From an optimization exercise on the open Yosys and OpenROAD flow, aimed at small area, a short achievable clock period and few clock cycles; shortcuts taken in it are not production practice. Only simulation tests tie the RTL to the original design; equivalence was not proved. Power figures rest on the tool's default switching activity, not on a simulated workload.

**flow/config.mk**
```make
export PLATFORM = sky130hd
export DESIGN_NAME = DUT
export DESIGN_NICKNAME = DUT
export VERILOG_FILES = /design/flow/design.v
export SDC_FILE = /design/flow/constraint.sdc
export NUM_CORES = 4
export LEC_CHECK = 0
export CAP_MARGIN = 20
export CORE_MARGIN = 2
export CORE_UTILIZATION = 40
export SLEW_MARGIN = 20
```
**flow/constraint.sdc**
```tcl
create_clock -name core_clock -period 6.0 [get_ports {clk}]
set_input_delay 1.2000 -clock core_clock [delete_from_list [all_inputs] [get_ports {clk}]]
set_output_delay 1.2000 -clock core_clock [all_outputs]
set_load 0.01 [all_outputs]
```
**flow/design.v**
```verilog
module ALU (
  input wire 	[7:0] rf_reg_out,
  input wire 	[7:0] rpct,
  input wire 	[7:0] rlsb,
  input wire 	[7:0] rmsb,
  input wire 	[7:0] rptn,
  input wire 	[3:0] alu_op,
  output wire 	[7:0] alu_out
);
  wire [7:0] add_out = rf_reg_out + ((alu_op == 4'b0100) ? 8'd1 : rpct);
  wire [3:0] hgp_pty = {
    ^{rmsb[2:0], rlsb[7:4]},								 
    ^{rmsb[2:0], rlsb[7], rlsb[3:1]},						 
    ^{rmsb[2:1], rlsb[6:5], rlsb[3:2], rlsb[0]},			 
    ^{rmsb[2], rmsb[0], rlsb[6], rlsb[4:3], rlsb[1:0]}		 
  };
  wire [7:0] hgp = {3'b000, hgp_pty,
                    ^{rmsb[2:0], rlsb, hgp_pty}				 
                   };
  wire [7:0] hel = {rlsb[3:1], rpct[3], rlsb[0], rpct[2:0]};
  wire [7:0] hem = {rmsb[2:0], rlsb[7:4], rpct[4]};
  wire [3:0] hep_pty = {
    (^(rmsb[7:1])) ^ rmsb[0],															 
    (^{rmsb[7:4], rlsb[7:5]}) ^ rlsb[4],												 
    (^{rmsb[7:6], rmsb[3:2], rlsb[7:6], rlsb[3]}) ^ rlsb[2],							 
    (^{rmsb[7], rmsb[5], rmsb[3], rmsb[1], rlsb[7], rlsb[5], rlsb[3]}) ^ rlsb[1]		 
  };
  wire [7:0] hep = {3'b000, hep_pty, ^{rmsb, rlsb}};									 
  wire [7:0] hcl = {
    (hep_pty == 4'b1100) ? ~rmsb[4] : rmsb[4],
    (hep_pty == 4'b1011) ? ~rmsb[3] : rmsb[3],
    (hep_pty == 4'b1010) ? ~rmsb[2] : rmsb[2],
    (hep_pty == 4'b1001) ? ~rmsb[1] : rmsb[1],
    (hep_pty == 4'b0111) ? ~rlsb[7] : rlsb[7],
    (hep_pty == 4'b0110) ? ~rlsb[6] : rlsb[6],
    (hep_pty == 4'b0101) ? ~rlsb[5] : rlsb[5],
    (hep_pty == 4'b0011) ? ~rlsb[3] : rlsb[3]
  };
  wire [7:0] hcm = {( (~rpct[0]) & (~(rpct[4:1] == 4'b0000)) ) ? 1'b1 : 1'b0, 4'b0000,
                    (hep_pty == 4'b1111) ? ~rmsb[7] : rmsb[7],
                    (hep_pty == 4'b1110) ? ~rmsb[6] : rmsb[6],
                    (hep_pty == 4'b1101) ? ~rmsb[5] : rmsb[5]
                   };
  wire [4:0] ptn = rptn[7:3];
  wire A = rlsb[7:3] == ptn;
  wire B = rlsb[6:2] == ptn;
  wire C = rlsb[5:1] == ptn;
  wire D = rlsb[4:0] == ptn;
  wire [2:0] pob_count = A + B + C + D;
  wire [7:0] pob = {5'b00000, pob_count};
  wire a = {rlsb[3:0], rmsb[7]} == ptn;
  wire b = {rlsb[2:0], rmsb[7:6]} == ptn;
  wire c = {rlsb[1:0], rmsb[7:5]} == ptn;
  wire d = {rlsb[0], rmsb[7:4]} == ptn;
  wire [2:0] ptb_count = a + b + c + d;
  wire [7:0] ptb = {5'b00000, ptb_count};
  assign alu_out =
    (alu_op == 4'b0100) ? add_out :
    (alu_op == 4'b1111) ? add_out :
    (alu_op == 4'b0111) ? hgp :
    (alu_op == 4'b1000) ? hel :
    (alu_op == 4'b1001) ? hem :
    (alu_op == 4'b1010) ? hep :
    (alu_op == 4'b1011) ? hcl :
    (alu_op == 4'b1100) ? hcm :
    (alu_op == 4'b1101) ? pob :
    (alu_op == 4'b1110) ? ptb :
		8'd0;
endmodule
module CTRL (
  input wire		  req,
  input wire		  reset,
  input wire		  clk,
  input wire	[8:0] instruction,
  output wire		  ack,
  output wire		  pc_update,
  output wire         pc_inc2,
  output wire		  pc_bns,
  output wire		  pc_bcz,
  output wire		  rf_write_reg,
  output wire		  rf_din_dm,
  output wire		  rf_din_alu,
  output wire		  mem_write,
  output wire	[3:0] alu_op
);
  wire [3:0] op_code = instruction[8:5];
  wire end_op = op_code == 4'b0000;
  wire lrv_op = op_code == 4'b0001;
  wire lrm_op = op_code == 4'b0010;
  wire str_op = op_code == 4'b0011;
  wire inc_op = op_code == 4'b0100;
  wire bns_op = op_code == 4'b0101;
  wire bcz_op = op_code == 4'b0110;
  wire hgp_op = op_code == 4'b0111;
  wire hel_op = op_code == 4'b1000;
  wire hem_op = op_code == 4'b1001;
  wire hep_op = op_code == 4'b1010;
  wire hcl_op = op_code == 4'b1011;
  wire hcm_op = op_code == 4'b1100;
  wire pob_op = op_code == 4'b1101;
  wire ptb_op = op_code == 4'b1110;
  wire apc_op = op_code == 4'b1111;
  reg cs;
  always_ff @(posedge clk) begin
    if (reset) cs <= 1'b0;
    else if (req) cs <= 1'b1;
    else if (cs & end_op) cs <= 1'b0;
  end
  wire ao = inc_op|hgp_op|hel_op|hem_op|hep_op|hcl_op|hcm_op|pob_op|ptb_op|apc_op;
  assign pc_update = cs;
  assign pc_inc2 = lrv_op;
  assign pc_bns = bns_op;
  assign pc_bcz = bcz_op;
  assign rf_write_reg = cs & (lrv_op | lrm_op | ao);
  assign rf_din_dm = lrm_op;
  assign alu_op = op_code;
  assign mem_write = cs & str_op;
  assign rf_din_alu = ao;
  assign ack = ~cs;
endmodule
module PC (
  input wire          clk,
  input wire          reset,
  input wire          pc_update,
  input wire 		  pc_bns,
  input wire 		  pc_bcz,
  input wire          pc_inc2,
  input wire 	[7:0] rjls,
  input wire 	[7:0] rjni,
  input wire 	[7:0] ri,
  input wire 	[7:0] rsi,
  input wire 	[7:0] rpct,
  output wire 	[7:0] pc
);
  reg [7:0] pc_internal;
  always_ff @(posedge clk)
    if (reset) pc_internal <= 8'd0;
    else if (~pc_update) pc_internal <= pc_internal;
    else if (pc_inc2) pc_internal <= pc_internal + 2;
    else if (pc_bns & (ri != rsi)) pc_internal <= rjls;
    else if (pc_bcz & (rpct == 8'd0)) pc_internal <= rjni;
    else pc_internal <= pc_internal + 1;
  assign pc = pc_internal;
endmodule
module IR (
  input wire    [7:0] pc,
  output wire   [7:0] ld_val,
  output wire	[8:0] instruction
);
  function automatic [8:0] rom(input [7:0] a);
    case (a)
      8'd0: rom = 9'b000100000;
      8'd1: rom = 9'b000000000;
      8'd2: rom = 9'b000100001;
      8'd3: rom = 9'b000000000;
      8'd4: rom = 9'b000100010;
      8'd5: rom = 9'b000011110;
      8'd6: rom = 9'b000100011;
      8'd7: rom = 9'b000001111;
      8'd8: rom = 9'b000100100;
      8'd9: rom = 9'b000001010;
      8'd10: rom = 9'b001000101;
      8'd11: rom = 9'b010000001;
      8'd12: rom = 9'b001000110;
      8'd13: rom = 9'b011100111;
      8'd14: rom = 9'b100001000;
      8'd15: rom = 9'b001101000;
      8'd16: rom = 9'b010000010;
      8'd17: rom = 9'b100101000;
      8'd18: rom = 9'b001101000;
      8'd19: rom = 9'b010000000;
      8'd20: rom = 9'b010000001;
      8'd21: rom = 9'b010000010;
      8'd22: rom = 9'b010100000;
      8'd23: rom = 9'b000000000;
      8'd24: rom = 9'b000100000;
      8'd25: rom = 9'b000000000;
      8'd26: rom = 9'b000100001;
      8'd27: rom = 9'b001000000;
      8'd28: rom = 9'b000100010;
      8'd29: rom = 9'b001011110;
      8'd30: rom = 9'b000100011;
      8'd31: rom = 9'b000001111;
      8'd32: rom = 9'b000100100;
      8'd33: rom = 9'b000100010;
      8'd34: rom = 9'b001000101;
      8'd35: rom = 9'b010000001;
      8'd36: rom = 9'b001000110;
      8'd37: rom = 9'b101000111;
      8'd38: rom = 9'b101101000;
      8'd39: rom = 9'b001101000;
      8'd40: rom = 9'b010000010;
      8'd41: rom = 9'b110001000;
      8'd42: rom = 9'b001101000;
      8'd43: rom = 9'b010000000;
      8'd44: rom = 9'b010000001;
      8'd45: rom = 9'b010000010;
      8'd46: rom = 9'b010100000;
      8'd47: rom = 9'b000000000;
      8'd48: rom = 9'b000100000;
      8'd49: rom = 9'b000000000;
      8'd50: rom = 9'b000100001;
      8'd51: rom = 9'b010100000;
      8'd52: rom = 9'b001001001;
      8'd53: rom = 9'b000100001;
      8'd54: rom = 9'b010000000;
      8'd55: rom = 9'b000100010;
      8'd56: rom = 9'b011000000;
      8'd57: rom = 9'b000100011;
      8'd58: rom = 9'b000011111;
      8'd59: rom = 9'b000100100;
      8'd60: rom = 9'b001000101;
      8'd61: rom = 9'b000101010;
      8'd62: rom = 9'b001001101;
      8'd63: rom = 9'b000101011;
      8'd64: rom = 9'b000000000;
      8'd65: rom = 9'b000101100;
      8'd66: rom = 9'b000000000;
      8'd67: rom = 9'b000101101;
      8'd68: rom = 9'b000000000;
      8'd69: rom = 9'b001000101;
      8'd70: rom = 9'b010000001;
      8'd71: rom = 9'b001000110;
      8'd72: rom = 9'b110100111;
      8'd73: rom = 9'b011000000;
      8'd74: rom = 9'b111101011;
      8'd75: rom = 9'b111101101;
      8'd76: rom = 9'b010001100;
      8'd77: rom = 9'b111000111;
      8'd78: rom = 9'b111101101;
      8'd79: rom = 9'b010000000;
      8'd80: rom = 9'b010100000;
      8'd81: rom = 9'b001000101;
      8'd82: rom = 9'b000101010;
      8'd83: rom = 9'b001011001;
      8'd84: rom = 9'b110100111;
      8'd85: rom = 9'b011000000;
      8'd86: rom = 9'b111101011;
      8'd87: rom = 9'b111101101;
      8'd88: rom = 9'b010001100;
      8'd89: rom = 9'b001101011;
      8'd90: rom = 9'b010000010;
      8'd91: rom = 9'b001101100;
      8'd92: rom = 9'b010000010;
      8'd93: rom = 9'b001101101;
      8'd94: rom = 9'b000000000;
      default: rom = 9'b000000000;
    endcase
  endfunction
  wire [7:0] pc_next = pc + 8'd1;
  wire [8:0] ld_word = rom(pc_next);
  assign instruction = rom(pc);
  assign ld_val = ld_word[7:0];
endmodule
module RF (
  input wire		  clk,
  input wire		  rf_write_reg,
  input wire	[3:0] rf_reg_in,
  input wire	[7:0] rf_write_data,
  output wire [111:0] rs_flat,
  output wire	[7:0] rf_reg_out
);
  reg [7:0] rs [13:0];
  assign rf_reg_out = rs[rf_reg_in];
  always @(posedge clk) if (rf_write_reg) rs[rf_reg_in] <= rf_write_data;
  genvar g;
  generate
    for (g = 0; g <= 13; g = g + 1) begin : g_flat
      assign rs_flat[8*g +: 8] = rs[g];
    end
  endgenerate
endmodule
module DUT (
  input wire clk,
  input wire reset,
  input wire req,
  output wire ack,
  output wire mem_re,
  output wire [7:0] mem_raddr,
  input wire [7:0] mem_rdata,
  output wire mem_we,
  output wire [7:0] mem_waddr,
  output wire [7:0] mem_wdata
);
  parameter RI = 0, RMI = 1, RMO = 2, RSI = 3, RJLS = 4, RLSB = 5, RMSB = 6, RPCT = 7, RST = 8,
    RPTN = 9, RJNI = 10, ROBC = 11, RUBC = 12, RTBC = 13;
  wire [111:0] rs_flat;
  wire [7:0] rs [13:0];
  genvar g;
  generate
    for (g = 0; g <= 13; g = g + 1) begin : g_rs
      assign rs[g] = rs_flat[8*g +: 8];
    end
  endgenerate
  wire pc_update, pc_bns, pc_bcz, pc_inc2;
  wire [7:0] pc;
  wire [7:0] ld_val;
  wire [8:0] instruction;
  wire mem_write;
  wire [7:0] dm_out = mem_rdata;
  wire [3:0] alu_op;
  wire [7:0] alu_out;
  wire rf_din_dm, rf_din_alu;
  wire rf_write_reg;
  wire [7:0] rf_reg_out;
  wire [3:0] rf_reg_in = instruction[3:0];
  wire [7:0] rf_write_data = rf_din_dm ? dm_out :
                       rf_din_alu ? alu_out :
                       ld_val;
  assign mem_re = rf_write_reg & rf_din_dm;
  assign mem_raddr = rs[RMI];
  assign mem_we = mem_write;
  assign mem_waddr = rs[RMO];
  assign mem_wdata = rf_reg_out;
  PC pc1(.clk(clk), .reset(reset), .pc_update(pc_update), .pc_bns(pc_bns), .pc_bcz(pc_bcz),
         .pc_inc2(pc_inc2), .rjls(rs[RJLS]), .rjni(rs[RJNI]), .ri(rs[RI]), .rsi(rs[RSI]),
         .rpct(rs[RPCT]), .pc(pc));
  IR ir1(.pc(pc), .ld_val(ld_val), .instruction(instruction));
  CTRL ctrl1(.req(req), .reset(reset), .clk(clk), .instruction(instruction), .ack(ack),
             .pc_update(pc_update), .pc_inc2(pc_inc2), .pc_bns(pc_bns), .pc_bcz(pc_bcz),
             .rf_write_reg(rf_write_reg), .rf_din_dm(rf_din_dm), .rf_din_alu(rf_din_alu),
             .mem_write(mem_write), .alu_op(alu_op));
  ALU alu1(.rf_reg_out(rf_reg_out), .rpct(rs[RPCT]), .rlsb(rs[RLSB]), .rmsb(rs[RMSB]),
           .rptn(rs[RPTN]), .alu_op(alu_op), .alu_out(alu_out));
  RF rf1(.clk(clk), .rf_write_reg(rf_write_reg), .rf_reg_in(rf_reg_in),
         .rf_write_data(rf_write_data), .rs_flat(rs_flat), .rf_reg_out(rf_reg_out));
endmodule
```
**flow/run.sh**
```bash
#!/bin/bash
# synth_recipe.tcl (not shown) runs the flow's synth.tcl, then flattens the netlist and writes it again
# the make line also repeats each setting of config.mk as NAME=value (left out here)
make -C /OpenROAD-flow-scripts/flow DESIGN_CONFIG=/design/flow/config.mk WORK_HOME=/design/flow/orfs CLKGATE_MAP_FILE= SYNTH_SCRIPT=/design/flow/synth_recipe.tcl finish
```
==> flow_summary_export.csv <==
group,metric,value,unit
timing,whs,0.791,ns
synthesis,avgSynthCellArea,9.28,µm²
critical_path,cp_max_fo,25,
critical_path,worst_ep_required_time,6.05,ns
layout,instances_no_fill,1519,
clock_tree,cts_tree,"yes",
layout,final_common_cell,"edfxtp_1",
routing,avgRoutedWirePerCell,23.1,µm
global_routing,grt_usage,24.3,%
critical_path,cp-endpoint,"rf1.rs[3][4]",
timing,hold_viol_final,0,
pwr,p_per_area,419,nW/µm²
synthesis,syn_area,10900,µm²
timing,worst_slack,1.23,ns
critical_path,r2r_cells,14,
synthesis,yosysTopAreaCellShare,35.1,%
global_routing,gr-total-overflow,0,
clock_tree,clk-insertion-delay-late,0.43,ns
global_routing,grt_pass1_wl,53700,µm
timing,fin_crit_sh,79.4,%
pwr,peakVddDrop,0.241,mV
synthesis,synth_fp_nets,1222,
synthesis,synth_async_sr_flop_share,0,%
layout,final_area,12100,µm²
clock_tree,hold_buffers,0,
synthesis,synth_edf_count,128,
routing,drcViolationCount,0,
synthesis,synthFlopType,"edfxtp_1",
clock_tree,cts.clk_slew.worst_paths,0.06,ns
die,core-area,26900,µm²
synthesis,synthCells,1178,
layout,finalNetCount,1209,
routing,drt_iter0_markers,1245,
timing,skew,0.0136,ns
layout,drive_above_1_share,9.85,%
critical_path,critPathLaunchType,"flop",
clock_tree,root_buffer,"clkbuf_16",
timing,fmax,0.210,GHz
synthesis,yosysSeqAreaShare,38.3,%
critical_path,worstSetupPathType,"reg -> reg",
die,io_pins,38,
synthesis,ys_ff_latch,145,
placed_design,place.gp.congestion,0.947,
timing,fin_crit,4.77,ns
clock_tree,clockBufferDepth,2,
die,initial_utilization,40.7,%
routing,vias_per_cell,6.29,
clock_tree,clock_sinks,145,
routing,drt_wl_total,35100,µm
timing,worst_pin_slew,1.17,ns
timing,report.final.slew_viol_count,0,
clock_tree,postCtsSetupRepairBufs,0,
timing,slew_headroom,21.4,%
timing,setup_tns,0,ns
critical_path,end_kind,"flop",
global_routing,grt_max_degree,49,
timing,setup-violations-final,0,
placed_design,port_buffers,37,
status,status,"complete, no violations",
synthesis,synth.area.top_cells,"edfxtp_1 35%, xnor2_1 6.6%, a21oi_1 4.5%, nor2_1 4.2%, ha_1 3.4%",
timing,rsz0062_at_grt,"false",
critical_path,ff2ff_setup_slack,1.23,ns
global_routing,antenna_found_initial,0,
layout,area_growth,10.3,%
placed_design,place_ws,1.40,ns
placed_design,dp_cells,1487,
placed_design,hpwl,24900,µm
layout,antenna_cells,0,
synthesis,synth_top_area_cell,"edfxtp_1",
routing,vias,9557,
pwr,p_leak,4.06,nW
synthesis,synthDistinctLibCells,85,
layout,layout_common_cells,"128 x edfxtp_1, 121 x nor2_1, 99 x a21oi_1",
die,die_h,169,µm
clock_tree,cts-htree-levels,4,
clock_tree,cts_buffers,17,
routing,ant_nets,0,
layout,fill_cells,2581,
clock_tree,post_cts_resized,0,
die,rows,60,
critical_path,crit_arrival,4.82,ns
routing,dr.pass1.iters,7,
die,fp.dieW,169,µm
die,die-area,28700,µm²
hold_path,hold_class,"reg -> reg",
critical_path,r2r_end,"rf1.rs[3][4]",
placed_design,dpl-instance-area,11500,µm²
flow_run,maxCapViolCount,0,
synthesis,ys_warn_count,5,
global_routing,grt_pass1_vias,8937,
-- power by group --
group | internal [mW] | switching (mW)
registers | 1.36 | 0.140
clock network | 0.583 | 0.441
logic | 0.885 | 1.65
-- critical path: stages, from the launching register on --
cell,delay (ns)
dfxtp_2,0.77
o21ai_1,0.42
buf_4,0.29
a21oi_1,0.14
o21ai_0,0.12
nand3_1,0.15
a21oi_1,0.08
ha_1,0.29
fa_1,0.47
a21oi_1,0.16
o21bai_1,0.11
xnor2_1,0.15
o221ai_1,0.18
a221oi_1,0.09
a31oi_2,0.95
-- worst min path at each step --
stage	from	endpoint	slack [ns]	depth (start not counted)
2_1_floorplan	rf1.rs[4][0]	pc1.pc_internal[0]	0.65	3
3_3_place_gp	pc1.pc_internal[6]	pc1.pc_internal[6]	0.79	2
3_5_place_dp	ctrl1.cs	pc1.pc_internal[7]	0.79	2
4_1_cts	ctrl1.cs	pc1.pc_internal[7]	0.79	2
5_1_grt	ctrl1.cs	pc1.pc_internal[7]	0.82	2
6_report	ctrl1.cs	pc1.pc_internal[7]	0.79	2
-- through the flow --
stage | utilization, % | power [mW]
floorplan | - | 3.16
global placement | 42.8 | 3.99
detailed placement | 42.8 | 3.99
CTS | 44.9 | 5.03
global route | 44.9 | 5.33
finish | 44.9 | 5.06
-- flip-flops by register name, indices dropped and copies added, names as in the netlist, named ones only --
name / flops
rf1.rs: 128
pc1.pc_internal: 8
ctrl1.cs: 1
-- per-layer routing --
metal | part of all wire (%) | GRT usage, % | up-vias | wire length, µm
li1 | - | - | 4376 | -
met2 | 44 | 37.2 | 492 | 15500
met3 | 8.0 | 3.96 | 72 | 2820
met5 | 0 | 0 | - | 0
met4 | 2.9 | 8.03 | 0 | 1020
met1 | 45 | 35.1 | 4617 | 15800
-- cell type report --
cell class | instances | area [µm²] | area share [%]
repair buffers | 63 | 566 | 4.69
clock inverters | 15 | 148 | 1.22
well taps | 341 | 427 | 3.54
multi-input cells | 908 | 6200 | 51.4
flip-flops and latches | 145 | 4190 | 34.7
inverters | 30 | 115 | 0.954
clock buffers | 17 | 425 | 3.53
-- cells by family after synthesis --
kind of cell / synth area share [%]
xor+xnor: 10.1
flops: 38.3
compound gates: 21.8
fa+ha+maj: 3.98
mux: 4.82
simple gates: 15.8
buf+inv: 5.22
-- Yosys cell counts (5+ instances only) --
library cell and n:
a22oi_1 20, inv_1 23, o221ai_1 20, nor2_1 121
a221oi_1 13, dfxtp_1 17, o2111ai_1 6, mux2i_1 23
o22ai_1 13, buf_2 19, and3_1 7, buf_6 7
ha_1 30, and2_1 12, clkbuf_1 58, xnor2_1 82
o21ai_1 6, nand2b_1 12, o31ai_1 7, nand3_1 42
buf_1 5, nand4_1 10, a31oi_1 12, o211a_1 5
o21ai_0 63, o211ai_1 20, a211oi_1 12, xor2_1 35
edfxtp_1 128, nor2b_1 10, nand2_1 80, buf_4 6
mux2_2 17, a311oi_1 6, a211o_1 7, nor3_1 26
a21oi_1 99
Testbench counts, summed over its fixed seeds: cycles 70,635.

## re-timing with driven ports
How much do the figures lean on ideal ports? The routed layout below was timed once more, with nothing changed but the port constraints. Step 1, drivers: a clkbuf_16 drives clk and a buf_2 each remaining input, both assumed. Step 2 moves the port delays by t, midway between the first and last clock arrival at a register: inputs arrive t later, outputs are due t later. That takes back most of the time a late clock gives input paths. a / b / c = no drivers / after step 1 / after step 2; a / b = the first two.
t, ns: 0.463
setup slack, ns: 1.234 / 1.234 / 1.234
worst slew at a driven data input, ns: 0.04
pins driven straight from the clock port: 1
After both steps this run still meets setup and hold. For this run, drivers alone change the setup slack by 0.000 ns; drivers and shift together by 0.000 ns.
